Background: an optimization exercise with open tools, aiming at small area and a short achievable clock period. Do not read the settings as production practice. Function was not checked in any run shown here: the RTL went through the layout flow alone.

File: flow/design.v
module mul16lo(input [15:0] a, input [15:0] b, output [15:0] p);
  wire [15:0] pp [0:15];
  genvar gi;
  generate for (gi = 0; gi < 16; gi = gi + 1) begin : g_pp
    assign pp[gi] = a & {16{b[gi]}};
  end endgenerate
  wire s1, c2, s3, c4, s5, c6, s7, c8, s9, c10, s11, c12, s13, c14, s15, c16, s17, c18, s19, c20, s21, c22, s23, c24, s25, c26, s27, c28, s29, c30, s31, c32, s33, c34, s35, c36, s37, c38, s39, c40, s41, c42, s43, c44, s45, c46, s47, c48, s49, c50, s51, c52, s53, c54, s55, c56, s57, c58, s59, c60, s61, c62, s63, c64, s65, c66, s67, c68, s69, c70, s71, c72, s73, c74, s75, c76, s77, c78, s79, c80, s81, c82, s83, c84, s85, c86, s87, c88, s89, c90, s91, c92, s93, c94, s95, c96, s97, c98, s99, c100, s101, c102, s103, c104, s105, c106, s107, c108, s109, c110, s111, c112, s113, c114, s115, c116, s117, c118, s119, c120, s121, c122, s123, c124, s125, c126, s127, c128, s129, c130, s131, c132, s133, c134, s135, c136, s137, c138, s139, c140, s141, c142, s143, c144, s145, c146, s147, c148, s149, c150, s151, c152, s153, c154, s155, c156, s157, c158, s159, c160, s161, c162, s163, c164, s165, c166, s167, c168, s169, c170, s171, c172, s173, c174, s175, c176, s177, c178, s179, c180, s181, c182, x183, x184, x185, x186, x187, x188, x189, x190, x191, x192, x193, x194, x195, x196, x197, x198, x199, x200, x201, x202, x203, x204, x205, x206, x207, x208, x209;
  assign s1 = pp[2][0] ^ pp[1][1];
  assign c2 = pp[2][0] & pp[1][1];
  assign s3 = pp[3][0] ^ pp[2][1] ^ pp[1][2];
  assign c4 = (pp[3][0] & pp[2][1]) | (pp[3][0] & pp[1][2]) | (pp[2][1] & pp[1][2]);
  assign s5 = pp[0][3] ^ c2;
  assign c6 = pp[0][3] & c2;
  assign s7 = pp[4][0] ^ pp[3][1] ^ pp[2][2];
  assign c8 = (pp[4][0] & pp[3][1]) | (pp[4][0] & pp[2][2]) | (pp[3][1] & pp[2][2]);
  assign s9 = pp[1][3] ^ pp[0][4] ^ c4;
  assign c10 = (pp[1][3] & pp[0][4]) | (pp[1][3] & c4) | (pp[0][4] & c4);
  assign s11 = s7 ^ c6;
  assign c12 = s7 & c6;
  assign s13 = pp[5][0] ^ pp[4][1] ^ pp[3][2];
  assign c14 = (pp[5][0] & pp[4][1]) | (pp[5][0] & pp[3][2]) | (pp[4][1] & pp[3][2]);
  assign s15 = pp[2][3] ^ pp[1][4] ^ pp[0][5];
  assign c16 = (pp[2][3] & pp[1][4]) | (pp[2][3] & pp[0][5]) | (pp[1][4] & pp[0][5]);
  assign s17 = c8 ^ s13 ^ s15;
  assign c18 = (c8 & s13) | (c8 & s15) | (s13 & s15);
  assign s19 = c12 ^ c10;
  assign c20 = c12 & c10;
  assign s21 = pp[6][0] ^ pp[5][1] ^ pp[4][2];
  assign c22 = (pp[6][0] & pp[5][1]) | (pp[6][0] & pp[4][2]) | (pp[5][1] & pp[4][2]);
  assign s23 = pp[3][3] ^ pp[2][4] ^ pp[1][5];
  assign c24 = (pp[3][3] & pp[2][4]) | (pp[3][3] & pp[1][5]) | (pp[2][4] & pp[1][5]);
  assign s25 = pp[0][6] ^ c14 ^ c16;
  assign c26 = (pp[0][6] & c14) | (pp[0][6] & c16) | (c14 & c16);
  assign s27 = s21 ^ s23 ^ c18;
  assign c28 = (s21 & s23) | (s21 & c18) | (s23 & c18);
  assign s29 = s25 ^ c20;
  assign c30 = s25 & c20;
  assign s31 = pp[7][0] ^ pp[6][1] ^ pp[5][2];
  assign c32 = (pp[7][0] & pp[6][1]) | (pp[7][0] & pp[5][2]) | (pp[6][1] & pp[5][2]);
  assign s33 = pp[4][3] ^ pp[3][4] ^ pp[2][5];
  assign c34 = (pp[4][3] & pp[3][4]) | (pp[4][3] & pp[2][5]) | (pp[3][4] & pp[2][5]);
  assign s35 = pp[1][6] ^ pp[0][7] ^ c22;
  assign c36 = (pp[1][6] & pp[0][7]) | (pp[1][6] & c22) | (pp[0][7] & c22);
  assign s37 = c24 ^ s31 ^ s33;
  assign c38 = (c24 & s31) | (c24 & s33) | (s31 & s33);
  assign s39 = c26 ^ s35 ^ s37;
  assign c40 = (c26 & s35) | (c26 & s37) | (s35 & s37);
  assign s41 = c28 ^ c30;
  assign c42 = c28 & c30;
  assign s43 = pp[8][0] ^ pp[7][1] ^ pp[6][2];
  assign c44 = (pp[8][0] & pp[7][1]) | (pp[8][0] & pp[6][2]) | (pp[7][1] & pp[6][2]);
  assign s45 = pp[5][3] ^ pp[4][4] ^ pp[3][5];
  assign c46 = (pp[5][3] & pp[4][4]) | (pp[5][3] & pp[3][5]) | (pp[4][4] & pp[3][5]);
  assign s47 = pp[2][6] ^ pp[1][7] ^ pp[0][8];
  assign c48 = (pp[2][6] & pp[1][7]) | (pp[2][6] & pp[0][8]) | (pp[1][7] & pp[0][8]);
  assign s49 = c32 ^ c34 ^ s43;
  assign c50 = (c32 & c34) | (c32 & s43) | (c34 & s43);
  assign s51 = s45 ^ s47 ^ c36;
  assign c52 = (s45 & s47) | (s45 & c36) | (s47 & c36);
  assign s53 = c38 ^ s49 ^ s51;
  assign c54 = (c38 & s49) | (c38 & s51) | (s49 & s51);
  assign s55 = c40 ^ c42;
  assign c56 = c40 & c42;
  assign s57 = pp[9][0] ^ pp[8][1] ^ pp[7][2];
  assign c58 = (pp[9][0] & pp[8][1]) | (pp[9][0] & pp[7][2]) | (pp[8][1] & pp[7][2]);
  assign s59 = pp[6][3] ^ pp[5][4] ^ pp[4][5];
  assign c60 = (pp[6][3] & pp[5][4]) | (pp[6][3] & pp[4][5]) | (pp[5][4] & pp[4][5]);
  assign s61 = pp[3][6] ^ pp[2][7] ^ pp[1][8];
  assign c62 = (pp[3][6] & pp[2][7]) | (pp[3][6] & pp[1][8]) | (pp[2][7] & pp[1][8]);
  assign s63 = pp[0][9] ^ c44 ^ c46;
  assign c64 = (pp[0][9] & c44) | (pp[0][9] & c46) | (c44 & c46);
  assign s65 = c48 ^ s57 ^ s59;
  assign c66 = (c48 & s57) | (c48 & s59) | (s57 & s59);
  assign s67 = s61 ^ c50 ^ s63;
  assign c68 = (s61 & c50) | (s61 & s63) | (c50 & s63);
  assign s69 = s65 ^ c52 ^ s67;
  assign c70 = (s65 & c52) | (s65 & s67) | (c52 & s67);
  assign s71 = c54 ^ s69;
  assign c72 = c54 & s69;
  assign s73 = pp[10][0] ^ pp[9][1] ^ pp[8][2];
  assign c74 = (pp[10][0] & pp[9][1]) | (pp[10][0] & pp[8][2]) | (pp[9][1] & pp[8][2]);
  assign s75 = pp[7][3] ^ pp[6][4] ^ pp[5][5];
  assign c76 = (pp[7][3] & pp[6][4]) | (pp[7][3] & pp[5][5]) | (pp[6][4] & pp[5][5]);
  assign s77 = pp[4][6] ^ pp[3][7] ^ pp[2][8];
  assign c78 = (pp[4][6] & pp[3][7]) | (pp[4][6] & pp[2][8]) | (pp[3][7] & pp[2][8]);
  assign s79 = pp[1][9] ^ pp[0][10] ^ c58;
  assign c80 = (pp[1][9] & pp[0][10]) | (pp[1][9] & c58) | (pp[0][10] & c58);
  assign s81 = c60 ^ c62 ^ s73;
  assign c82 = (c60 & c62) | (c60 & s73) | (c62 & s73);
  assign s83 = s75 ^ s77 ^ c64;
  assign c84 = (s75 & s77) | (s75 & c64) | (s77 & c64);
  assign s85 = c66 ^ s79 ^ s81;
  assign c86 = (c66 & s79) | (c66 & s81) | (s79 & s81);
  assign s87 = c68 ^ s83 ^ s85;
  assign c88 = (c68 & s83) | (c68 & s85) | (s83 & s85);
  assign s89 = c70 ^ s87;
  assign c90 = c70 & s87;
  assign s91 = pp[11][0] ^ pp[10][1] ^ pp[9][2];
  assign c92 = (pp[11][0] & pp[10][1]) | (pp[11][0] & pp[9][2]) | (pp[10][1] & pp[9][2]);
  assign s93 = pp[8][3] ^ pp[7][4] ^ pp[6][5];
  assign c94 = (pp[8][3] & pp[7][4]) | (pp[8][3] & pp[6][5]) | (pp[7][4] & pp[6][5]);
  assign s95 = pp[5][6] ^ pp[4][7] ^ pp[3][8];
  assign c96 = (pp[5][6] & pp[4][7]) | (pp[5][6] & pp[3][8]) | (pp[4][7] & pp[3][8]);
  assign s97 = pp[2][9] ^ pp[1][10] ^ pp[0][11];
  assign c98 = (pp[2][9] & pp[1][10]) | (pp[2][9] & pp[0][11]) | (pp[1][10] & pp[0][11]);
  assign s99 = c74 ^ c76 ^ c78;
  assign c100 = (c74 & c76) | (c74 & c78) | (c76 & c78);
  assign s101 = s91 ^ s93 ^ s95;
  assign c102 = (s91 & s93) | (s91 & s95) | (s93 & s95);
  assign s103 = s97 ^ c80 ^ c82;
  assign c104 = (s97 & c80) | (s97 & c82) | (c80 & c82);
  assign s105 = s99 ^ s101 ^ c84;
  assign c106 = (s99 & s101) | (s99 & c84) | (s101 & c84);
  assign s107 = c86 ^ s103 ^ s105;
  assign c108 = (c86 & s103) | (c86 & s105) | (s103 & s105);
  assign s109 = c88 ^ c90;
  assign c110 = c88 & c90;
  assign s111 = pp[12][0] ^ pp[11][1] ^ pp[10][2];
  assign c112 = (pp[12][0] & pp[11][1]) | (pp[12][0] & pp[10][2]) | (pp[11][1] & pp[10][2]);
  assign s113 = pp[9][3] ^ pp[8][4] ^ pp[7][5];
  assign c114 = (pp[9][3] & pp[8][4]) | (pp[9][3] & pp[7][5]) | (pp[8][4] & pp[7][5]);
  assign s115 = pp[6][6] ^ pp[5][7] ^ pp[4][8];
  assign c116 = (pp[6][6] & pp[5][7]) | (pp[6][6] & pp[4][8]) | (pp[5][7] & pp[4][8]);
  assign s117 = pp[3][9] ^ pp[2][10] ^ pp[1][11];
  assign c118 = (pp[3][9] & pp[2][10]) | (pp[3][9] & pp[1][11]) | (pp[2][10] & pp[1][11]);
  assign s119 = pp[0][12] ^ c92 ^ c94;
  assign c120 = (pp[0][12] & c92) | (pp[0][12] & c94) | (c92 & c94);
  assign s121 = c96 ^ c98 ^ s111;
  assign c122 = (c96 & c98) | (c96 & s111) | (c98 & s111);
  assign s123 = s113 ^ s115 ^ s117;
  assign c124 = (s113 & s115) | (s113 & s117) | (s115 & s117);
  assign s125 = c100 ^ c102 ^ s119;
  assign c126 = (c100 & c102) | (c100 & s119) | (c102 & s119);
  assign s127 = s121 ^ s123 ^ c104;
  assign c128 = (s121 & s123) | (s121 & c104) | (s123 & c104);
  assign s129 = s125 ^ c106 ^ s127;
  assign c130 = (s125 & c106) | (s125 & s127) | (c106 & s127);
  assign s131 = c108 ^ s129;
  assign c132 = c108 & s129;
  assign s133 = pp[13][0] ^ pp[12][1] ^ pp[11][2];
  assign c134 = (pp[13][0] & pp[12][1]) | (pp[13][0] & pp[11][2]) | (pp[12][1] & pp[11][2]);
  assign s135 = pp[10][3] ^ pp[9][4] ^ pp[8][5];
  assign c136 = (pp[10][3] & pp[9][4]) | (pp[10][3] & pp[8][5]) | (pp[9][4] & pp[8][5]);
  assign s137 = pp[7][6] ^ pp[6][7] ^ pp[5][8];
  assign c138 = (pp[7][6] & pp[6][7]) | (pp[7][6] & pp[5][8]) | (pp[6][7] & pp[5][8]);
  assign s139 = pp[4][9] ^ pp[3][10] ^ pp[2][11];
  assign c140 = (pp[4][9] & pp[3][10]) | (pp[4][9] & pp[2][11]) | (pp[3][10] & pp[2][11]);
  assign s141 = pp[1][12] ^ pp[0][13] ^ c112;
  assign c142 = (pp[1][12] & pp[0][13]) | (pp[1][12] & c112) | (pp[0][13] & c112);
  assign s143 = c114 ^ c116 ^ c118;
  assign c144 = (c114 & c116) | (c114 & c118) | (c116 & c118);
  assign s145 = s133 ^ s135 ^ s137;
  assign c146 = (s133 & s135) | (s133 & s137) | (s135 & s137);
  assign s147 = s139 ^ c120 ^ c122;
  assign c148 = (s139 & c120) | (s139 & c122) | (c120 & c122);
  assign s149 = c124 ^ s141 ^ s143;
  assign c150 = (c124 & s141) | (c124 & s143) | (s141 & s143);
  assign s151 = s145 ^ c126 ^ s147;
  assign c152 = (s145 & c126) | (s145 & s147) | (c126 & s147);
  assign s153 = s149 ^ c128 ^ s151;
  assign c154 = (s149 & c128) | (s149 & s151) | (c128 & s151);
  assign s155 = c130 ^ s153;
  assign c156 = c130 & s153;
  assign s157 = pp[14][0] ^ pp[13][1] ^ pp[12][2];
  assign c158 = (pp[14][0] & pp[13][1]) | (pp[14][0] & pp[12][2]) | (pp[13][1] & pp[12][2]);
  assign s159 = pp[11][3] ^ pp[10][4] ^ pp[9][5];
  assign c160 = (pp[11][3] & pp[10][4]) | (pp[11][3] & pp[9][5]) | (pp[10][4] & pp[9][5]);
  assign s161 = pp[8][6] ^ pp[7][7] ^ pp[6][8];
  assign c162 = (pp[8][6] & pp[7][7]) | (pp[8][6] & pp[6][8]) | (pp[7][7] & pp[6][8]);
  assign s163 = pp[5][9] ^ pp[4][10] ^ pp[3][11];
  assign c164 = (pp[5][9] & pp[4][10]) | (pp[5][9] & pp[3][11]) | (pp[4][10] & pp[3][11]);
  assign s165 = pp[2][12] ^ pp[1][13] ^ pp[0][14];
  assign c166 = (pp[2][12] & pp[1][13]) | (pp[2][12] & pp[0][14]) | (pp[1][13] & pp[0][14]);
  assign s167 = c134 ^ c136 ^ c138;
  assign c168 = (c134 & c136) | (c134 & c138) | (c136 & c138);
  assign s169 = c140 ^ s157 ^ s159;
  assign c170 = (c140 & s157) | (c140 & s159) | (s157 & s159);
  assign s171 = s161 ^ s163 ^ s165;
  assign c172 = (s161 & s163) | (s161 & s165) | (s163 & s165);
  assign s173 = c142 ^ c144 ^ c146;
  assign c174 = (c142 & c144) | (c142 & c146) | (c144 & c146);
  assign s175 = s167 ^ s169 ^ s171;
  assign c176 = (s167 & s169) | (s167 & s171) | (s169 & s171);
  assign s177 = c148 ^ c150 ^ s173;
  assign c178 = (c148 & c150) | (c148 & s173) | (c150 & s173);
  assign s179 = s175 ^ c152 ^ s177;
  assign c180 = (s175 & c152) | (s175 & s177) | (c152 & s177);
  assign s181 = c154 ^ s179;
  assign c182 = c154 & s179;
  assign x183 = pp[15][0] ^ pp[14][1];
  assign x184 = pp[13][2] ^ pp[12][3];
  assign x185 = pp[11][4] ^ pp[10][5];
  assign x186 = pp[9][6] ^ pp[8][7];
  assign x187 = pp[7][8] ^ pp[6][9];
  assign x188 = pp[5][10] ^ pp[4][11];
  assign x189 = pp[3][12] ^ pp[2][13];
  assign x190 = pp[1][14] ^ pp[0][15];
  assign x191 = x183 ^ x184;
  assign x192 = x185 ^ x186;
  assign x193 = x187 ^ x188;
  assign x194 = x189 ^ x190;
  assign x195 = c158 ^ c160;
  assign x196 = c162 ^ c164;
  assign x197 = c166 ^ x191;
  assign x198 = x192 ^ x193;
  assign x199 = x194 ^ x195;
  assign x200 = x196 ^ x197;
  assign x201 = x198 ^ c168;
  assign x202 = c170 ^ c172;
  assign x203 = x199 ^ x200;
  assign x204 = x201 ^ x202;
  assign x205 = c174 ^ x203;
  assign x206 = c176 ^ x204;
  assign x207 = x205 ^ x206;
  assign x208 = c178 ^ x207;
  assign x209 = x208 ^ c180;
  wire [15:0] mx = {c182, c156, c132, c110, s107, c72, c56, s53, s39, s27, s17, s9, s3, pp[0][2], pp[1][0], pp[0][0]};
  wire [15:0] my = {x209, s181, s155, s131, s109, s89, s71, s55, s41, s29, s19, s11, s5, s1, pp[0][1], 1'b0};
  assign p = mx + my;
endmodule
module singleCycle(input clk, input reset, input [15:0] instr, output [15:0] pc, output [15:0] Result);
  reg [14:0] pcr;
  assign pc = {pcr, 1'b0};
  always @(posedge clk)
    if (reset) pcr <= 15'd0;
    else       pcr <= pcr + 15'd1;
  wire [3:0] op = instr[15:12];
  wire [2:0] s  = instr[11:9];
  wire [2:0] t  = instr[8:6];
  wire [2:0] d  = instr[5:3];
  reg [15:0] r0, r1, r2, r3, r4, r5, r6, r7;
  reg        C;
  reg [15:0] a, b;
  always @* begin
    case (s)
      3'd0: a = r0; 3'd1: a = r1; 3'd2: a = r2; 3'd3: a = r3;
      3'd4: a = r4; 3'd5: a = r5; 3'd6: a = r6; default: a = r7;
    endcase
    case (t)
      3'd0: b = r0; 3'd1: b = r1; 3'd2: b = r2; 3'd3: b = r3;
      3'd4: b = r4; 3'd5: b = r5; 3'd6: b = r6; default: b = r7;
    endcase
  end
  wire [15:0] sext = {{10{instr[5]}}, instr[5:0]};
  wire [15:0] bop  = (op[1] & op[0]) ? sext : (op[0] ? ~b : b);
  wire        cin  = op[1] ? C : op[0];
  wire [16:0] sum  = {1'b0, a} + {1'b0, bop} + {16'd0, cin};
  wire [15:0] shr = a >> instr[3:0];
  wire [15:0] mul;
  mul16lo u_mul(.a(a), .b(b), .p(mul));
  assign Result = op[2] ? (op[0] ? mul : shr) : sum[15:0];
  wire       we   = ~op[3] & ~(op[2] & (op[1] | op[0]));
  wire [2:0] dst  = (op[2] | (op[1] & op[0])) ? t : d;
  wire [15:0] wd  = Result | {16{reset}};
  wire [7:0] en;
  genvar gi;
  generate for (gi = 0; gi < 8; gi = gi + 1) begin : g_en
    assign en[gi] = reset | (we & (dst == gi));
  end endgenerate
  always @(posedge clk) begin
    if (en[0]) r0 <= wd;
    if (en[1]) r1 <= wd;
    if (en[2]) r2 <= wd;
    if (en[3]) r3 <= wd;
    if (en[4]) r4 <= wd;
    if (en[5]) r5 <= wd;
    if (en[6]) r6 <= wd;
    if (en[7]) r7 <= wd;
  end
  wire cnew = op[2] ? 1'b0 : (sum[16] ^ (~op[1] & op[0]));
  always @(posedge clk)
    if (reset)   C <= 1'b0;
    else if (we) C <= cnew;
endmodule
File: flow/run.sh
#!/bin/bash
# synth_recipe.tcl (not shown) runs the flow's synth.tcl, then flattens the netlist and writes it again
# the make line also repeats each setting of config.mk as NAME=value (left out here)
make -C /OpenROAD-flow-scripts/flow DESIGN_CONFIG=/design/flow/config.mk WORK_HOME=/design/flow/orfs CLKGATE_MAP_FILE= SYNTH_SCRIPT=/design/flow/synth_recipe.tcl finish
File: flow/config.mk
export PLATFORM = sky130hd
export DESIGN_NAME = singleCycle
export DESIGN_NICKNAME = singleCycle
export VERILOG_FILES = /design/flow/design.v
export SDC_FILE = /design/flow/constraint.sdc
export NUM_CORES = 4
export LEC_CHECK = 0
export CAP_MARGIN = 20
export CORE_MARGIN = 2
export CORE_UTILIZATION = 40
export SLEW_MARGIN = 20
File: flow/constraint.sdc
create_clock -name core_clock -period 20.0 [get_ports {clk}]
set_input_delay 4.0000 -clock core_clock [delete_from_list [all_inputs] [get_ports {clk}]]
set_output_delay 4.0000 -clock core_clock [all_outputs]
set_load 0.01 [all_outputs]
==> results.cfg, run 1 <==
[timing]
slew-limit-headroom_pct = 27.0
grt_setup_unrepaired = no
holdWs_ns = 0.467
finalSetupViolations = 0
timing.final.ws_setup_ns = 3.19
max_freq_ghz = 0.0595
layout_min_cycle_time_ns = 16.81
final.setup_skew_ns = 0.0137
timing_worst_slew_pin_value_ns = 1.10
fin_setup_tns_ns = 0
final_hold_fails = 0
timing.final.crit_share_pct = 84.1
report.final.slew_viol_count = 0

[cts]
cts_setup_buffers = 0
clkTransAtPathRegs_ns = 0.06
clock_tree.buffer_depth = 2
numCtsBuffers = 17
h_tree_levels = 4
ctsRootBufferMaster = sky130_fd_sc_hd__clkbuf_16
cts_repair_resize_count = 0
cts_tree = done
insertion_delay_ns = 0.44
ctsHoldBuffers = 0
clkSinkCount = 144

[finish]
multiInputGateArea_um2 = 7490
layout-area-overhead-vs-synth_pct = 12.6
instances_no_fill = 1652
n_fill_cell = 2827
layout.cells.most_common_list = sky130_fd_sc_hd__nor2_1, sky130_fd_sc_hd__edfxtp_1, sky130_fd_sc_hd__inv_1, sky130_fd_sc_hd__fa_1
antenna_cells = 0
nets = 1385
layout.core_utilization_pct = 45.7
seqCellArea_um2 = 4160
post_route_cells_drive_above_1_share_pct = 13.9
layout.cells.most_common = sky130_fd_sc_hd__nor2_1
postLayoutCellArea_um2 = 13900

[grt]
grt_pass1_wl_um = 59400
grt.total_usage_pct = 23.8
grt_max_degree = 63
antenna_found_initial = 1
first_global_vias = 10000
grt_remaining_overflow = 0

[drt]
drt-vias-per-instance = 5.92
route.detailed.drc = 0
drt-pass1-iter-count = 5
routed_wirelength_um = 38300
via_count = 9784
route.detailed.wl_per_inst_um = 23.2
antenna_violating_nets_post_route = 0
detailedRoute.firstIterationViolations = 1003

[floorplanning]
die-width_um = 180
core_area_um2 = 30500
rows = 64
io_pins = 50
effective_utilization_at_floorplan_pct = 40.6
design.die.area_um2 = 32400
fp.dieH_um = 180

[critical_path]
critPathKind = primary input to output port
critical_path_peak_fanout = 35
reg2reg_setup_slack_ns = 12.38
critical-path-top-delay-family = adder cells
critical-path-top-cell-by-count = sky130_fd_sc_hd__fa_1
r2r_start = r7[8]$_DFFE_PP_
regToRegEndpoint = r1[15]$_DFFE_PP_
startpoint_type = primary input
cp.buffers_inverters = 5
reg2regPathDepth = 23
setup.worst_path.end_class = output port
critical_path.slowest_cell = sky130_fd_sc_hd__o22ai_1
worstPathCellList = clkdlybuf4s50_1 -> buf_4 -> nand3_1 -> o22ai_1 -> inv_1 -> nand2b_1 -> fa_1 -> fa_1 -> fa_1 -> fa_1 -> fa_1 -> inv_1 -> ha_1 -> xor2_1 -> xnor2_1 -> xnor2_1 -> xnor2_1 -> xnor2_1 -> xnor3_1 -> xnor3_1 -> xor2_1 -> a22oi_1 -> o21ai_0 -> clkdlybuf4s50_1
timing.critical_path.required_ns = 16.00
worst_path_largest_cell_delay_ns = 1.21
crit_path_start = instr[11]
worst_ep_arrival_time_ns = 12.81

[place]
dpl.cell_count = 1619
routabilityCongestion = 0.895
port_buffers = 48
setup_slack_after_placement_ns = 3.35
place_area_um2 = 13300
detailed_place_hpwl_um = 26400

[hold_path]
holdPathEnd = pcr[0]$_SDFF_PP0_
min-delay-start = pcr[0]$_SDFF_PP0_
hold_path_depth = 1
holdCritPathClass = flip-flop to flip-flop

[run_status]
outcome = finished clean

[yosys]
synth.distinct_cells = 77
cells_after_synth = 1219
synth-seq-cells = 144
synth-edff-count = 128
synth_area_per_cell_um2 = 10.2
yosysSeqAreaShare_pct = 33.6
ys_warn_count = 2
async_flop_share_pct = 0
synth.cell_area_um2 = 12400
synth_top_flop_cell = sky130_fd_sc_hd__edfxtp_1
postSynthNetCount = 1361

[job]
cap_violations = 0
how the worst max path moves through the flow:
stage                      end  slack (ns)  depth (start not counted)
floorplan           Result[15]        5.68                         27
global route        Result[15]        2.84                         24
CTS                 Result[15]        3.28                         24
detailed placement  Result[15]        3.35                         24
global placement    Result[15]        3.49                         24
finish              Result[15]        3.19                         24
worst register-to-register path, stage by stage (launching register included):
cell and delay [ns]:
sky130_fd_sc_hd__edfxtp_1 0.44, sky130_fd_sc_hd__mux4_2 0.49, sky130_fd_sc_hd__nand2b_4 0.16, sky130_fd_sc_hd__o2111ai_1 0.19, sky130_fd_sc_hd__a21boi_2 0.65, sky130_fd_sc_hd__nor2_1 0.17, sky130_fd_sc_hd__fa_1 0.54, sky130_fd_sc_hd__fa_1 0.43
sky130_fd_sc_hd__inv_1 0.09, sky130_fd_sc_hd__fa_1 0.41, sky130_fd_sc_hd__fa_1 0.52, sky130_fd_sc_hd__fa_1 0.55, sky130_fd_sc_hd__inv_1 0.05, sky130_fd_sc_hd__ha_1 0.20, sky130_fd_sc_hd__xor2_1 0.15, sky130_fd_sc_hd__xnor2_1 0.20
sky130_fd_sc_hd__xnor2_1 0.15, sky130_fd_sc_hd__xnor2_1 0.17, sky130_fd_sc_hd__xnor2_1 0.15, sky130_fd_sc_hd__xnor3_1 0.43, sky130_fd_sc_hd__xnor3_1 0.35, sky130_fd_sc_hd__xor2_1 0.15, sky130_fd_sc_hd__a22oi_1 0.31, sky130_fd_sc_hd__o211ai_1 0.29
registers in the layout (all words and copies together) (netlist names):
name / count
C: 1
pcr: 15
r0: 16
r1: 16
r2: 16
r3: 16
r4: 16
r5: 16
r6: 16
r7: 16
final cells by class:
cell class | instances | area share [%]
multi-input cells | 882 | 53.7
well taps | 396 | 3.55
clock buffers | 17 | 3.05
repair buffers | 84 | 5.30
inverters | 114 | 3.07
flip-flops and latches | 144 | 29.9
clock inverters | 15 | 1.46
cell families (layout without fill, tap and decap cells):
family | Yosys count | count (layout) | share of synthesized area [%]
AO/OA/AOI/OAI | 276 | 276 | 15.6
XOR/XNOR | 59 | 59 | 4.61
adder cells (fa/ha/maj) | 124 | 124 | 17.4
buffers and inverters | 193 | 230 | 6.70
flip-flops | 144 | 144 | 33.6
multiplexers | 87 | 87 | 8.91
other | 1 | 1 | 0.0303
AND/OR/NAND/NOR | 335 | 335 | 13.1
layer usage:
metal,up-vias,wire [um],GRT usage [%]
li1,4373,-,-
met1,4880,16100,31.4
met2,443,18000,38.7
met3,86,2530,3.62
met4,2,1660,11.0
met5,-,13,0
Yosys cell counts, types with 9 or more instances:
library cell / number / area, um2
sky130_fd_sc_hd__nor2_1: 136 / 510
sky130_fd_sc_hd__fa_1: 81 / 1620
sky130_fd_sc_hd__xnor2_1: 32 / 280
sky130_fd_sc_hd__nand2_1: 56 / 210
sky130_fd_sc_hd__ha_1: 43 / 538
sky130_fd_sc_hd__mux4_2: 16 / 360
sky130_fd_sc_hd__buf_4: 9 / 67.6
sky130_fd_sc_hd__o21bai_1: 9 / 67.6
sky130_fd_sc_hd__or2_2: 46 / 288
sky130_fd_sc_hd__dfxtp_1: 16 / 320
sky130_fd_sc_hd__o221ai_1: 10 / 87.6
sky130_fd_sc_hd__clkbuf_1: 43 / 161
sky130_fd_sc_hd__mux2_2: 17 / 191
sky130_fd_sc_hd__nor2b_1: 18 / 113
sky130_fd_sc_hd__o21ai_0: 56 / 280
sky130_fd_sc_hd__a21o_1: 10 / 75.1
sky130_fd_sc_hd__a221oi_1: 12 / 105
sky130_fd_sc_hd__nand3_1: 9 / 45.0
sky130_fd_sc_hd__a22oi_1: 17 / 128
sky130_fd_sc_hd__mux2i_1: 50 / 500
sky130_fd_sc_hd__o211ai_1: 23 / 173
sky130_fd_sc_hd__edfxtp_1: 128 / 3840
sky130_fd_sc_hd__buf_2: 16 / 80.1
sky130_fd_sc_hd__inv_1: 112 / 420
sky130_fd_sc_hd__a21oi_1: 47 / 235
sky130_fd_sc_hd__nand2b_1: 27 / 169
sky130_fd_sc_hd__o22ai_1: 29 / 181
sky130_fd_sc_hd__xor2_1: 23 / 201
==> inputs of run 2 (changes only) <==
--- a/flow/config.mk
+++ b/flow/config.mk
@@ -9,3 +9,4 @@
 export CORE_MARGIN = 2
 export CORE_UTILIZATION = 40
+export SETUP_SLACK_MARGIN = 5
 export SLEW_MARGIN = 20
==> results.cfg, run 2 <==
[run_status]
outcome = finished clean

[yosys]
yosysSeqAreaShare_pct = 33.6
async_flop_share_pct = 0
synth-seq-cells = 144
synth.most_common_cell = sky130_fd_sc_hd__nor2_1
yosys.area.top_type_share_pct = 31.0
ys_warn_count = 2
synthTopCellsByCount = sky130_fd_sc_hd__nor2_1, sky130_fd_sc_hd__edfxtp_1, sky130_fd_sc_hd__inv_1
synth-edff-count = 128
synth_top_flop_cell = sky130_fd_sc_hd__edfxtp_1
postSynthNetCount = 1361
cells_after_synth = 1219
synth.distinct_cells = 77
synth_area_per_cell_um2 = 10.2
synth_area_leader_cell = sky130_fd_sc_hd__edfxtp_1
synth.cell_area_um2 = 12400
synthTopCellsByArea = sky130_fd_sc_hd__edfxtp_1, sky130_fd_sc_hd__fa_1, sky130_fd_sc_hd__ha_1

[timing]
final.setup_skew_ns = 0.0133
final_hold_fails = 0
grt_setup_unrepaired = no
slew-limit-headroom_pct = 31.4
holdWs_ns = 0.467
layout_min_cycle_time_ns = 14.80
finalSetupViolations = 0
max_freq_ghz = 0.0676
report.final.slew_viol_count = 0
fin_setup_tns_ns = 0
timing_worst_slew_pin_value_ns = 1.03
timing.final.crit_share_pct = 74.0
timing.final.ws_setup_ns = 5.20

[grt]
grt_remaining_overflow = 0
first_global_vias = 10200
grt_pass1_wl_um = 60900
grt.total_usage_pct = 24.6
grt_max_degree = 63
antenna_found_initial = 1

[drt]
antenna_violating_nets_post_route = 0
drt-vias-per-instance = 5.96
routed_wirelength_um = 40400
detailedRoute.firstIterationViolations = 1161
route.detailed.wl_per_inst_um = 23.9
route.detailed.drc = 0
via_count = 10000
drt-pass1-iter-count = 7

[finish]
layout.cells.most_common_list = sky130_fd_sc_hd__nor2_1, sky130_fd_sc_hd__edfxtp_1, sky130_fd_sc_hd__inv_1, sky130_fd_sc_hd__fa_1, sky130_fd_sc_hd__nand2_1
n_fill_cell = 2757
post_route_cells_drive_above_1_share_pct = 18.3
postLayoutCellArea_um2 = 14600
layout-area-overhead-vs-synth_pct = 17.9
antenna_cells = 0
layout.cells.most_common = sky130_fd_sc_hd__nor2_1
instances_no_fill = 1685
nets = 1418

[critical_path]
critical-path-top-cell-by-count = sky130_fd_sc_hd__fa_1
worst_path_largest_cell_delay_ns = 0.61
critical_path_peak_fanout = 25
cp.buffers_inverters = 8
setup.worst_path.end_class = output port
worst_ep_arrival_time_ns = 10.80
critical-path-top-delay-family = adder cells
startpoint_type = primary input
critical_path.slowest_cell = sky130_fd_sc_hd__clkdlybuf4s50_1
timing.critical_path.required_ns = 16.00
critPathKind = primary input to output port

[floorplanning]
effective_utilization_at_floorplan_pct = 40.6
core_area_um2 = 30500
design.die.area_um2 = 32400
fp.dieH_um = 180
io_pins = 50
rows = 64
die-width_um = 180

[cts]
clock_tree.buffer_depth = 2
clkTransAtPathRegs_ns = 0.06
ctsRootBufferMaster = sky130_fd_sc_hd__clkbuf_16
ctsHoldBuffers = 0
clkSinkCount = 144
numCtsBuffers = 17
h_tree_levels = 4
cts_tree = done
insertion_delay_ns = 0.44

[place]
detailed_place_hpwl_um = 26400
dpl.cell_count = 1619
setup_slack_after_placement_ns = 3.35
routabilityCongestion = 0.895
place_area_um2 = 13300
port_buffers = 48

[job]
cap_violations = 0

[hold_path]
holdCritPathClass = flip-flop to flip-flop
## run 2: timing repair
action | 4_1_cts | 5_1_grt
buffers inserted | 11 | 16
gates resized for setup | 63 | 19
hold endpoints to repair | 0 | 0
pin swaps | 3 | 2
cloned | 3 | 3
setup endpoints to repair | 6 | 2
## run 2: path summary, 6_finish.rpt
kind	startpoint	slack (ns)	end	cells after the start
worst min-delay path	pcr[0]$_SDFF_PP0_	0.47	pcr[0]$_SDFF_PP0_	1
worst max-delay path	instr[10]	5.20	Result[14]	26
worst min register to register	pcr[0]$_SDFF_PP0_	0.47	pcr[0]$_SDFF_PP0_	1
worst max register to register	r7[8]$_DFFE_PP_	12.76	r6[15]$_DFFE_PP_	24
## run 2: layout make-up
type	count	area, um2	area share (%)
Multi-Input combinational cell	882	7690	52.6
Sequential cell	144	4160	28.5
Timing Repair Buffer	117	1200	8.21
Tap cell	396	495	3.39
Inverter	114	437	2.99
Clock buffer	17	425	2.91
Clock inverter	15	204	1.40
## run 2: metal layers
metal | wire (um) | track usage (%) | part of all wire [%] | vias to the layer above
met5 | 13 | 0 | 0.032 | -
met4 | 1770 | 11.7 | 4.4 | 2
met3 | 2790 | 3.94 | 6.9 | 96
met2 | 19000 | 40.1 | 47 | 481
met1 | 16700 | 32.1 | 42 | 5029
li1 | - | - | - | 4432
## run 2: per-stage QoR
step	utilization, %
after global routing	47.9
final	47.9
after CTS	47.0
after floorplan	-
after global placement	43.6
after detailed placement	43.6
## run 2: kinds of logic after synthesis
group	Yosys count	share of synthesized area (%)
AND/OR/NAND/NOR	335	13.1
AO/OA/AOI/OAI	276	15.6
buffers and inverters	193	6.70
flip-flops	144	33.6
adder cells (fa/ha/maj)	124	17.4
multiplexers	87	8.91
XOR/XNOR	59	4.61
other	1	0.0303
==> inputs of run 3 (changes only) <==
==> flow/flow/run.sh (new file) <==
#!/bin/bash
# Standard ORFS layout (the standard.sh, unchanged synthesis), with repair_timing
# asked to leave a larger setup margin so that it sizes the critical paths harder.
set -euo pipefail
bash standard.sh SETUP_SLACK_MARGIN=9 finish > flow_make.log 2>&1
==> flow/standard.sh (new file) <==
#!/bin/bash
# synth_recipe.tcl (not shown) runs the flow's synth.tcl, then flattens the netlist and writes it again
# the make line also repeats each setting of config.mk as NAME=value (left out here)
make -C /OpenROAD-flow-scripts/flow DESIGN_CONFIG=/design/flow/config.mk WORK_HOME=/design/flow/orfs CLKGATE_MAP_FILE= SYNTH_SCRIPT=/design/flow/synth_recipe.tcl "${@:-finish}"
--- a/flow/config.mk
+++ b/flow/config.mk
@@ -9,4 +9,3 @@
 export CORE_MARGIN = 2
 export CORE_UTILIZATION = 40
-export SETUP_SLACK_MARGIN = 5
 export SLEW_MARGIN = 20
removed: flow/run.sh
==> results.cfg, run 3 <==
[cts]
insertion_delay_ns = 0.43
h_tree_levels = 4
clkTransAtPathRegs_ns = 0.06
cts_tree = done
numCtsBuffers = 17
ctsRootBufferMaster = sky130_fd_sc_hd__clkbuf_16
clock_tree.buffer_depth = 2
clkSinkCount = 144

[critical_path]
critical_path.slowest_cell = sky130_fd_sc_hd__o22ai_1
crit_path_start = instr[7]
critical_path_peak_fanout = 13
crit_path_end = Result[15]
r2r_start = r7[8]$_DFFE_PP_
worst_path_largest_cell_delay_ns = 0.55
worst_ep_arrival_time_ns = 10.03
reg2regPathDepth = 24
reg2reg_setup_slack_ns = 13.32
startpoint_type = primary input
setup.worst_path.end_class = output port
regToRegEndpoint = r1[15]$_DFFE_PP_
timing.critical_path.required_ns = 16.00
critPathKind = primary input to output port

[drt]
route.detailed.drc = 0
antenna_violating_nets_post_route = 0
routed_wirelength_um = 44400
drt-vias-per-instance = 6.08
route.detailed.wl_per_inst_um = 24.9
detailedRoute.firstIterationViolations = 1192
drt-pass1-iter-count = 5
via_count = 10900

[finish]
post_route_cells_drive_above_1_share_pct = 34.7
nets = 1519
layout.core_utilization_pct = 54.5
multiInputGateArea_um2 = 8480
antenna_cells = 0
layout.cells.most_common_list = sky130_fd_sc_hd__edfxtp_1, sky130_fd_sc_hd__nor2_1, sky130_fd_sc_hd__buf_4, sky130_fd_sc_hd__inv_1, sky130_fd_sc_hd__fa_1
postLayoutCellArea_um2 = 16600
seqCellArea_um2 = 4160
n_fill_cell = 2550
layout.cells.most_common = sky130_fd_sc_hd__edfxtp_1
layout-area-overhead-vs-synth_pct = 34.3
instances_no_fill = 1786

[place]
dpl.cell_count = 1612
detailed_place_hpwl_um = 26000
routabilityCongestion = 0.879
setup_slack_after_placement_ns = 4.33
port_buffers = 48
place_area_um2 = 13600

[yosys]
yosys.area.top_type_share_pct = 31.0
synth_area_per_cell_um2 = 10.2
synthTopCellsByCount = sky130_fd_sc_hd__nor2_1, sky130_fd_sc_hd__edfxtp_1, sky130_fd_sc_hd__inv_1
ys_warn_count = 2
synth.cell_area_um2 = 12400
synth_area_leader_cell = sky130_fd_sc_hd__edfxtp_1
yosysSeqAreaShare_pct = 33.6
async_flop_share_pct = 0
synth-edff-count = 128
cells_after_synth = 1219
synth_top_flop_cell = sky130_fd_sc_hd__edfxtp_1
synth.distinct_cells = 77
synthTopCellsByArea = sky130_fd_sc_hd__edfxtp_1, sky130_fd_sc_hd__fa_1, sky130_fd_sc_hd__ha_1
postSynthNetCount = 1361
synth.most_common_cell = sky130_fd_sc_hd__nor2_1
synth-seq-cells = 144

[floorplanning]
rows = 64
core_area_um2 = 30500
die-width_um = 180
effective_utilization_at_floorplan_pct = 40.6
fp.dieH_um = 180
io_pins = 50
design.die.area_um2 = 32400

[timing]
layout_min_cycle_time_ns = 14.03
timing.final.ws_setup_ns = 5.97
final_hold_fails = 0
grt_setup_unrepaired = yes
slew-limit-headroom_pct = 33.9
final.setup_skew_ns = 0.0105
fin_setup_tns_ns = 0
report.final.slew_viol_count = 0
timing.final.crit_share_pct = 70.1
timing_worst_slew_pin_value_ns = 0.989
max_freq_ghz = 0.0713
holdWs_ns = 0.466
finalSetupViolations = 0

[grt]
grt_max_degree = 63
grt.total_usage_pct = 27.0
antenna_found_initial = 0
grt_remaining_overflow = 0
grt_pass1_wl_um = 66500
first_global_vias = 11100

[hold_path]
min-delay-start = pcr[0]$_SDFF_PP0_
holdCritPathClass = flip-flop to flip-flop

[job]
cap_violations = 0

[run_status]
outcome = finished clean
-- run 3: cell counts after synthesis --
Identical to the previous run, type by type.
-- run 3: repair_timing --
item	in CTS	in global routing
hold buffers	0	0
setup endpoints to repair	32	16
cloned	15	1
setup buffers	112	13
pin swaps	81	26
resized for setup	272	16
-- run 3: worst min-delay path by stage --
stage,depth (start not counted),slack (ns),end
after floorplan,1,0.47,C$_SDFFE_PP0P_
after global placement,1,0.45,pcr[0]$_SDFF_PP0_
after detailed placement,1,0.46,pcr[0]$_SDFF_PP0_
after CTS,1,0.47,pcr[0]$_SDFF_PP0_
after global routing,1,0.50,pcr[0]$_SDFF_PP0_
final,1,0.47,pcr[0]$_SDFF_PP0_
-- run 3: cells by family after synthesis --
kind of cell	Yosys count	synth area share [%]
flip-flops	144	33.6
XOR/XNOR	59	4.61
multiplexers	87	8.91
buffers and inverters	193	6.70
AND/OR/NAND/NOR	335	13.1
adder cells (fa/ha/maj)	124	17.4
AO/OA/AOI/OAI	276	15.6
other	1	0.0303
-- run 3: worst max-delay path: cells and delay by family --
kind / cells / cell delay [ns]
AOI/OAI and AO/OA: 5 / 1.07
xor gates and xnor gates: 8 / 1.53
adders and majority gates: 5 / 2.12
buffers and inverters: 7 / 0.85
and+or+nand+nor: 2 / 0.42
-- run 3: final cells by class --
cell class                 instances  area share, %
inverter                         114           2.68
clock inverter                    15           1.02
multi-input combinational        882           51.0
sequential                       144           25.0
tap                              396           2.98
timing repair buffer             218           14.8
clock buffer                      17           2.56
-- run 3: per-layer routing --
layer / part of all wire [%] / track usage [%] / up-vias
met5: 0 / 0 / -
met4: 5.4 / 13.6 / 0
met3: 8.8 / 4.37 / 196
met2: 47 / 44.7 / 701
met1: 39 / 34.3 / 5304
li1: - / - / 4660
==> inputs of run 4 (changes only) <==
==> flow/flow/run.sh (replaced) <==
#!/bin/bash
# Standard ORFS layout (the standard.sh, unchanged synthesis), with repair_timing
# asked to leave a larger setup margin so that it sizes the critical paths harder.
set -euo pipefail
bash standard.sh SETUP_SLACK_MARGIN=7 finish > flow_make.log 2>&1
==> results.cfg, run 4 <==
[run_status]
outcome = finished clean

[finish]
post_route_cells_drive_above_1_share_pct = 37.3
layout.cells.most_common = sky130_fd_sc_hd__buf_4
postLayoutCellArea_um2 = 17200
antenna_cells = 0
layout-area-overhead-vs-synth_pct = 38.5
nets = 1571
layout.cells.most_common_list = sky130_fd_sc_hd__buf_4, sky130_fd_sc_hd__edfxtp_1, sky130_fd_sc_hd__nor2_1, sky130_fd_sc_hd__inv_1, sky130_fd_sc_hd__fa_1

[timing]
timing.final.ws_setup_ns = 5.96
grt_setup_unrepaired = yes
max_freq_ghz = 0.0712
slew-limit-headroom_pct = 25.3
holdWs_ns = 0.479
fin_setup_tns_ns = 0
timing_worst_slew_pin_value_ns = 1.12
finalSetupViolations = 0
layout_min_cycle_time_ns = 14.04
final.setup_skew_ns = 0.0139
final_hold_fails = 0
timing.final.crit_share_pct = 70.2
report.final.slew_viol_count = 0

[drt]
route.detailed.drc = 0
detailedRoute.firstIterationViolations = 1148
via_count = 11000
drt-pass1-iter-count = 5
route.detailed.wl_per_inst_um = 24.5
antenna_violating_nets_post_route = 0
routed_wirelength_um = 45000
drt-vias-per-instance = 5.97

[floorplanning]
core_area_um2 = 30500
io_pins = 50
rows = 64
die-width_um = 180
design.die.area_um2 = 32400
effective_utilization_at_floorplan_pct = 40.6
fp.dieH_um = 180

[critical_path]
critPathKind = primary input to output port
crit_path_end = Result[15]
timing.critical_path.depth = 28
worst_path_largest_cell_delay_ns = 0.56
r2r_start = r7[8]$_DFFE_PP_
critical-path-top-delay-family = adder cells
setup.worst_path.end_class = output port
critical_path.slowest_cell = sky130_fd_sc_hd__fa_1
worst_ep_arrival_time_ns = 10.04
reg2reg_setup_slack_ns = 13.14
cp.buffers_inverters = 10
crit_path_start = instr[11]
timing.critical_path.required_ns = 16.00
reg2regPathDepth = 25
regToRegEndpoint = r2[15]$_DFFE_PP_
critical_path_peak_fanout = 6
startpoint_type = primary input

[cts]
ctsHoldBuffers = 0
insertion_delay_ns = 0.44
clkTransAtPathRegs_ns = 0.05
h_tree_levels = 4
numCtsBuffers = 17
clkSinkCount = 144
cts_tree = done
clock_tree.buffer_depth = 2
ctsRootBufferMaster = sky130_fd_sc_hd__clkbuf_16

[yosys]
cells_after_synth = 1219
synth.cell_area_um2 = 12400
postSynthNetCount = 1361
synthTopCellsByArea = sky130_fd_sc_hd__edfxtp_1, sky130_fd_sc_hd__fa_1, sky130_fd_sc_hd__ha_1
yosys.area.top_type_share_pct = 31.0
async_flop_share_pct = 0
synth.most_common_cell = sky130_fd_sc_hd__nor2_1
yosysSeqAreaShare_pct = 33.6
synth_area_leader_cell = sky130_fd_sc_hd__edfxtp_1
synthTopCellsByCount = sky130_fd_sc_hd__nor2_1, sky130_fd_sc_hd__edfxtp_1, sky130_fd_sc_hd__inv_1
synth.distinct_cells = 77
synth-edff-count = 128
synth_area_per_cell_um2 = 10.2
synth-seq-cells = 144
ys_warn_count = 2
synth_top_flop_cell = sky130_fd_sc_hd__edfxtp_1

[grt]
grt_remaining_overflow = 0
first_global_vias = 11100
antenna_found_initial = 0
grt_max_degree = 63
grt.total_usage_pct = 26.8
grt_pass1_wl_um = 66100

[hold_path]
min-delay-start = pcr[0]$_SDFF_PP0_
holdCritPathClass = flip-flop to flip-flop

[place]
port_buffers = 48
routabilityCongestion = 0.903
setup_slack_after_placement_ns = 3.90
place_area_um2 = 13400
detailed_place_hpwl_um = 26100

[job]
cap_violations = 0
run 4: cell counts after synthesis:
No cell type changed its count.
run 4: worst min path at each step:
stage / endpoint / slack, ns / cells past startpoint
after global routing: pcr[0]$_SDFF_PP0_ / 0.51 / 1
after floorplan: C$_SDFFE_PP0P_ / 0.47 / 1
after detailed placement: pcr[0]$_SDFF_PP0_ / 0.46 / 1
final: pcr[0]$_SDFF_PP0_ / 0.48 / 1
after CTS: pcr[0]$_SDFF_PP0_ / 0.48 / 1
after global placement: pcr[0]$_SDFF_PP0_ / 0.44 / 1
run 4: what timing repair did:
item | 4_1_cts | 5_1_grt
gates resized for setup | 260 | 115
setup endpoints to repair | 14 | 16
gates cloned | 12 | 1
pin swaps | 72 | 60
setup buffers | 143 | 36
run 4: logic make-up after synthesis:
| group | count (synthesis) | share of synthesized area (%) |
|---|---|---|
| simple gates | 335 | 13.1 |
| mux | 87 | 8.91 |
| fa+ha+maj | 124 | 17.4 |
| compound gates | 276 | 15.6 |
| buf+inv | 193 | 6.70 |
| xor+xnor | 59 | 4.61 |
| flops | 144 | 33.6 |
| other cells | 1 | 0.0303 |
run 4: worst register-to-register path, delay by kind of cell, from the launching register on:
kind	cells	cell delay, ns
flip-flops	1	0.47
multiplexers	1	0.49
adder cells (fa/ha/maj)	6	2.37
buffers and inverters	4	0.45
AO/OA/AOI/OAI	4	1.05
XOR/XNOR	8	1.50
AND/OR/NAND/NOR	2	0.21
run 4: through the flow:
step / std cells / utilization [%]
4_1_cts: 1799 / 53.9
6_report: 1837 / 56.3
3_3_place_gp: 1613 / 43.9
5_1_grt: 1837 / 56.3
2_1_floorplan: 1219 / -
3_5_place_dp: 1613 / 43.9
run 4: layout make-up:
class / instances / area, um2
Fill cell: 2432 / 13300
Clock buffer: 18 / 429
Clock inverter: 13 / 139
Inverter: 114 / 450
Timing Repair Buffer: 270 / 2940
Sequential cell: 144 / 4160
Multi-Input combinational cell: 882 / 8550
Tap cell: 396 / 495
run 4: metal layers:
metal	wire, um	global-route usage [%]	vias up
met3	3700	4.83	154
li1	-	-	4761
met2	21700	44.8	588
met1	17200	33.3	5470
met5	0	0	-
met4	2360	13.8	0
==> inputs of run 5 (changes only) <==
==> flow/flow/run.sh (replaced) <==
#!/bin/bash
# Standard ORFS layout (the standard.sh, unchanged synthesis) with two changes:
# the port buffers are buf_2 cells instead of the default delay-buffer cell, and
# repair_timing aims for a larger setup margin.
set -euo pipefail
bash standard.sh "BUFFER_PORTS_ARGS=-buffer_cell sky130_fd_sc_hd__buf_2" SETUP_SLACK_MARGIN=6 finish > flow_make.log 2>&1
==> results.cfg, run 5 <==
[yosys]
synth_area_per_cell_um2 = 10.2
synth-seq-cells = 144
synth-edff-count = 128
synth_simple_gate_area_share_pct = 13.1
ys_warn_count = 2
synth.most_common_cell = sky130_fd_sc_hd__nor2_1
yosys.area.top_type_share_pct = 31.0
synth_top_flop_cell = sky130_fd_sc_hd__edfxtp_1
synthTopCellsByCount = sky130_fd_sc_hd__nor2_1, sky130_fd_sc_hd__edfxtp_1, sky130_fd_sc_hd__inv_1
synth.cell_area_um2 = 12400
synth.mux.area_fraction_pct = 8.91
async_flop_share_pct = 0
synth_compound_gate_area_share_pct = 15.6
share_of_the_synthesized_netlist_area_taken_by_xor_and_xnor_gates_pct = 4.61
adder_cell_area_share_of_the_yosys_netlist_pct = 17.4
cells_after_synth = 1219
dominant_combinational_cell_family_by_area_after_synthesis = adder cells
synth_area_leader_cell = sky130_fd_sc_hd__edfxtp_1
yosysSeqAreaShare_pct = 33.6
postSynthNetCount = 1361
synthTopCellsByArea = sky130_fd_sc_hd__edfxtp_1, sky130_fd_sc_hd__fa_1, sky130_fd_sc_hd__ha_1
synth.distinct_cells = 77

[cts]
clock_tree.buffer_depth = 2
clkSinkCount = 144
clkTransAtPathRegs_ns = 0.06
h_tree_levels = 4
ctsHoldBuffers = 0
insertion_delay_ns = 0.44
ctsRootBufferMaster = sky130_fd_sc_hd__clkbuf_16
cts_tree = done
numCtsBuffers = 17

[drt]
wirelength_met1_um = 16500
top_layer_used = met4
detailedRoute.firstIterationViolations = 1340
drt-pass1-iter-count = 8
drt-vias-per-instance = 6.01
dr_wl_met3_um = 3470
route.detailed.wl_per_inst_um = 24.1
route.detailed.drc = 0
routed_wirelength_um = 41600
met2_length_um = 20000
antenna_violating_nets_post_route = 0
via_count = 10400

[timing]
timing.final.ws_setup_ns = 5.93
timing.final.crit_share_pct = 70.3
slew-limit-headroom_pct = 41.7
layout_min_cycle_time_ns = 14.07
report.final.slew_viol_count = 0
fin_setup_tns_ns = 0
final.setup_skew_ns = 0.0126
max_freq_ghz = 0.0711
grt_setup_unrepaired = yes
final_hold_fails = 0
timing_worst_slew_pin_value_ns = 0.873
finalSetupViolations = 0

[critical_path]
worst_ep_arrival_time_ns = 10.07
critical-path-top-cell-by-count = sky130_fd_sc_hd__fa_1
critical_path.slowest_cell = sky130_fd_sc_hd__fa_1
critical-path-top-delay-family = adder cells
critical_path_peak_fanout = 5
cp.buffers_inverters = 8
worst_path_largest_cell_delay_ns = 0.55
startpoint_type = primary input
timing.critical_path.required_ns = 16.00
critPathKind = primary input to output port
setup.worst_path.end_class = output port

[finish]
antenna_cells = 0
layout-area-overhead-vs-synth_pct = 23.5
layout.core_utilization_pct = 50.2
layout.cells.most_common_list = sky130_fd_sc_hd__nor2_1, sky130_fd_sc_hd__edfxtp_1, sky130_fd_sc_hd__inv_1, sky130_fd_sc_hd__fa_1, sky130_fd_sc_hd__buf_4
postLayoutCellArea_um2 = 15300
layout.cells.most_common = sky130_fd_sc_hd__nor2_1
n_fill_cell = 2656
post_route_cells_drive_above_1_share_pct = 28.2
nets = 1459

[job]
cap_violations = 0

[place]
detailed_place_hpwl_um = 25800
setup_slack_after_placement_ns = 4.23
place_area_um2 = 13100
routabilityCongestion = 0.861
port_buffers = 48

[floorplanning]
die-width_um = 180
fp.dieH_um = 180
io_pins = 50
effective_utilization_at_floorplan_pct = 40.6
core_area_um2 = 30500
rows = 64
design.die.area_um2 = 32400

[grt]
antenna_found_initial = 1
grt_max_degree = 63
grt.total_usage_pct = 25.2
grt_remaining_overflow = 0
grt_pass1_wl_um = 62100
first_global_vias = 10300

[hold_path]
holdCritPathClass = flip-flop to flip-flop

[run_status]
outcome = finished clean
==> run 5: cells by family after synthesis <==
logic type / after synthesis
AO/OA/AOI/OAI: 276
XOR/XNOR: 59
adder cells (fa/ha/maj): 124
buffers and inverters: 193
flip-flops: 144
multiplexers: 87
other: 1
AND/OR/NAND/NOR: 335
==> run 5: area by class of cell <==
| class | count | area [um2] | area share [%] |
|---|---|---|---|
| Inverter | 114 | 440 | 2.88 |
| Multi-Input combinational cell | 883 | 7960 | 52.0 |
| Sequential cell | 144 | 4160 | 27.2 |
| Clock inverter | 15 | 196 | 1.28 |
| Tap cell | 396 | 495 | 3.24 |
| Clock buffer | 17 | 425 | 2.78 |
| Timing Repair Buffer | 157 | 1630 | 10.6 |
==> run 5: worst reg2reg max path: cells and delay by family (launching register included) <==
kind,cells,cell delay (ns)
AND/OR/NAND/NOR,2,0.22
flip-flops,1,0.52
adder cells (fa/ha/maj),5,2.28
multiplexers,1,0.52
AO/OA/AOI/OAI,4,1.18
XOR/XNOR,8,1.49
buffers and inverters,5,0.38
==> run 5: final timing paths <==
check | slack, ns | cells past startpoint | end | from
setup reg to reg | 13.14 | 25 | r2[15]$_DFFE_PP_ | r7[8]$_DFFE_PP_
hold / removal | 0.47 | 1 | pcr[0]$_SDFF_PP0_ | pcr[0]$_SDFF_PP0_
hold reg to reg | 0.47 | 1 | pcr[0]$_SDFF_PP0_ | pcr[0]$_SDFF_PP0_
setup / recovery | 5.93 | 28 | Result[15] | instr[9]
==> run 5: stage by stage <==
stage               std cells  hold WS [ns]
floorplan                1219         0.469
global placement         1618         0.447
detailed placement       1618         0.456
CTS                      1710         0.474
global route             1726         0.514
finish                   1726         0.472
==> run 5: timing repair <==
item                       in CTS  in global routing
cloned                          9                  3
pin swaps                      34                 35
buffers inserted               51                 13
setup endpoints to repair       7                  5
gates resized for setup       123                 40
==> run 5: metal layers <==
metal  vias up  GRT usage [%]
li1       4540              -
met1      5157           32.7
met2       568           41.7
met3       110           4.02
met4         0           11.4
met5         -              0
==> inputs of run 6 (changes only) <==
==> flow/flow/run.sh (replaced) <==
#!/bin/bash
# Standard ORFS layout (the standard.sh, unchanged synthesis) with two changes:
# the port buffers are buf_2 cells instead of the default delay-buffer cell, and
# repair_timing aims for a larger setup margin.
set -euo pipefail
bash standard.sh "BUFFER_PORTS_ARGS=-buffer_cell sky130_fd_sc_hd__buf_2" SETUP_SLACK_MARGIN=5 finish > flow_make.log 2>&1
==> results.cfg, run 6 <==
[floorplanning]
design.die.area_um2 = 32400
core_area_um2 = 30500
io_pins = 50
fp.dieH_um = 180
die-width_um = 180
effective_utilization_at_floorplan_pct = 40.6
rows = 64

[yosys]
yosysSeqAreaShare_pct = 33.6
async_flop_share_pct = 0
synthTopCellsByCount = sky130_fd_sc_hd__nor2_1, sky130_fd_sc_hd__edfxtp_1, sky130_fd_sc_hd__inv_1
synth_area_per_cell_um2 = 10.2
ys_warn_count = 2
cells_after_synth = 1219
synth.most_common_cell = sky130_fd_sc_hd__nor2_1
synth-edff-count = 128
synth.cell_area_um2 = 12400
yosys.area.top_type_share_pct = 31.0
synthTopCellsByArea = sky130_fd_sc_hd__edfxtp_1, sky130_fd_sc_hd__fa_1, sky130_fd_sc_hd__ha_1
synth_area_leader_cell = sky130_fd_sc_hd__edfxtp_1
postSynthNetCount = 1361
synth_top_flop_cell = sky130_fd_sc_hd__edfxtp_1
synth.distinct_cells = 77
synth-seq-cells = 144

[critical_path]
critical_path.slowest_cell = sky130_fd_sc_hd__fa_1
critical_path_peak_fanout = 25
cp.buffers_inverters = 6
worst_ep_arrival_time_ns = 10.72
critPathKind = primary input to output port
timing.critical_path.required_ns = 16.00
worst_path_largest_cell_delay_ns = 0.54
critical-path-top-delay-family = adder cells
startpoint_type = primary input
setup.worst_path.end_class = output port
reg2reg_setup_slack_ns = 12.81
critical-path-top-cell-by-count = sky130_fd_sc_hd__fa_1

[grt]
antenna_found_initial = 1
grt.total_usage_pct = 23.0
grt_pass1_wl_um = 57200
grt_remaining_overflow = 0
first_global_vias = 9665
grt_max_degree = 63

[finish]
layout.core_utilization_pct = 45.8
layout-area-overhead-vs-synth_pct = 12.8
layout.cells.most_common = sky130_fd_sc_hd__nor2_1
nets = 1396
post_route_cells_drive_above_1_share_pct = 19.4
layout.cells.most_common_list = sky130_fd_sc_hd__nor2_1, sky130_fd_sc_hd__edfxtp_1, sky130_fd_sc_hd__inv_1, sky130_fd_sc_hd__fa_1, sky130_fd_sc_hd__nand2_1
n_fill_cell = 2790

[cts]
cts_tree = done
ctsRootBufferMaster = sky130_fd_sc_hd__clkbuf_16
clock_tree.buffer_depth = 2
clkTransAtPathRegs_ns = 0.06
clkSinkCount = 144
numCtsBuffers = 17
h_tree_levels = 4
insertion_delay_ns = 0.42

[drt]
route.detailed.wl_per_inst_um = 22.7
detailedRoute.firstIterationViolations = 1082
via_count = 9787
drt-pass1-iter-count = 5
drt-vias-per-instance = 5.88
route.detailed.drc = 0
antenna_violating_nets_post_route = 0
routed_wirelength_um = 37800

[timing]
timing_worst_slew_pin_value_ns = 0.819
final.setup_skew_ns = 0.0107
grt_setup_unrepaired = no
slew-limit-headroom_pct = 45.3
layout_min_cycle_time_ns = 14.72
final_hold_fails = 0
finalSetupViolations = 0
report.final.slew_viol_count = 0
max_freq_ghz = 0.0679
timing.final.crit_share_pct = 73.6
fin_setup_tns_ns = 0

[job]
cap_violations = 0

[place]
port_buffers = 48
routabilityCongestion = 0.899
detailed_place_hpwl_um = 26000

[hold_path]
holdCritPathClass = flip-flop to flip-flop

[run_status]
outcome = finished clean
## run 6: cell types whose count changed in the layout (fill, tap and decap cells not counted), sizes merged
| cell | before | now |
|---|---|---|
| clkbuf | 19 | 21 |
| buf | 149 | 91 |
| bufbuf | 6 | 0 |
| o221ai | 12 | 11 |
| diode | 0 | 1 |
## run 6: final cells by class
cell class | instances | area, um2 | share of cell area (%)
flip-flops and latches | 144 | 4160 | 29.8
inverters | 114 | 433 | 3.10
clock inverters | 15 | 178 | 1.27
diodes | 1 | 2.50 | 0.0179
clock buffers | 17 | 425 | 3.04
multi-input cells | 882 | 7590 | 54.3
well taps | 396 | 495 | 3.54
repair buffers | 95 | 692 | 4.95
## run 6: cell families after synthesis
kind of cell	synth area share [%]
simple gates	13.1
xor+xnor	4.61
mux	8.91
other cells	0.0303
buf+inv	6.70
compound gates	15.6
flops	33.6
fa+ha+maj	17.4
## run 6: layer usage
layer  routed length [um]  GRT usage (%)  vias to the layer above
met3                 2660           3.29                       67
met2                17500           37.0                      426
met5                    0              0                        -
li1                     -              -                     4392
met1                16100           31.1                     4902
met4                 1540           9.94                        0
## run 6: path summary, 6_finish.rpt
path	from	to	depth (start not counted)
setup / recovery	instr[10]	Result[15]	26
hold / removal	pcr[0]$_SDFF_PP0_	pcr[0]$_SDFF_PP0_	1
setup reg to reg	r7[8]$_DFFE_PP_	r0[15]$_DFFE_PP_	23
hold reg to reg	pcr[0]$_SDFF_PP0_	pcr[0]$_SDFF_PP0_	1
## run 6: through the flow
| step | worst slack [ns] | cells | hold WS (ns) | instance area [um2] |
|---|---|---|---|---|
| floorplan | 5.68 | 1219 | 0.469 | 12400 |
| global placement | 4.57 | 1618 | 0.443 | 13100 |
| detailed placement | 4.54 | 1618 | 0.449 | 13100 |
| CTS | 5.02 | 1653 | 0.464 | 13800 |
| global route | 5.01 | 1663 | 0.511 | 14000 |
| finish | 5.28 | 1664 | 0.461 | 14000 |
## run 6: timing repair
item	CTS	global route
hold buffers	0	0
gates resized for setup	18	26
gates cloned	0	2
endpoints found under the setup margin	2	1
buffers inserted	3	7
pin swaps	0	1

afterwards: timing with drivers on the ports:
The results above use ideal ports. As a check the final layouts listed here were re-extracted and re-timed, cells and wires unchanged. Step 1 assumes that a clkbuf_16 drives the clock port and a buf_2 every other input. Step 2 also shifts input and output timing later by t, the mid clock arrival at the registers, as if the neighbouring blocks saw the same clock. Three values: ideal, step 1, step 2; two values: the first two.
| run | t, ns | setup slack, ns | cell pins on the clock port's net |
|---|---|---|---|
| run 1 | 0.479 | 3.186 / 3.164 / 3.164 | 1 |
| run 2 | 0.482 | 5.199 / 5.179 / 5.179 | 1 |
| run 3 | 0.467 | 5.971 / 5.925 / 5.925 | 1 |
| run 4 | 0.480 | 5.961 / 5.862 / 5.862 | 1 |
| run 5 | 0.477 | 5.933 / 5.879 / 5.879 | 1 |
| run 6 | 0.463 | 5.279 / 5.245 / 5.245 | 1 |
After both steps every run listed still meets setup and hold. The setup slack of run 4, which loses most, moves by -0.099 ns with the drivers and by -0.099 ns with both steps.
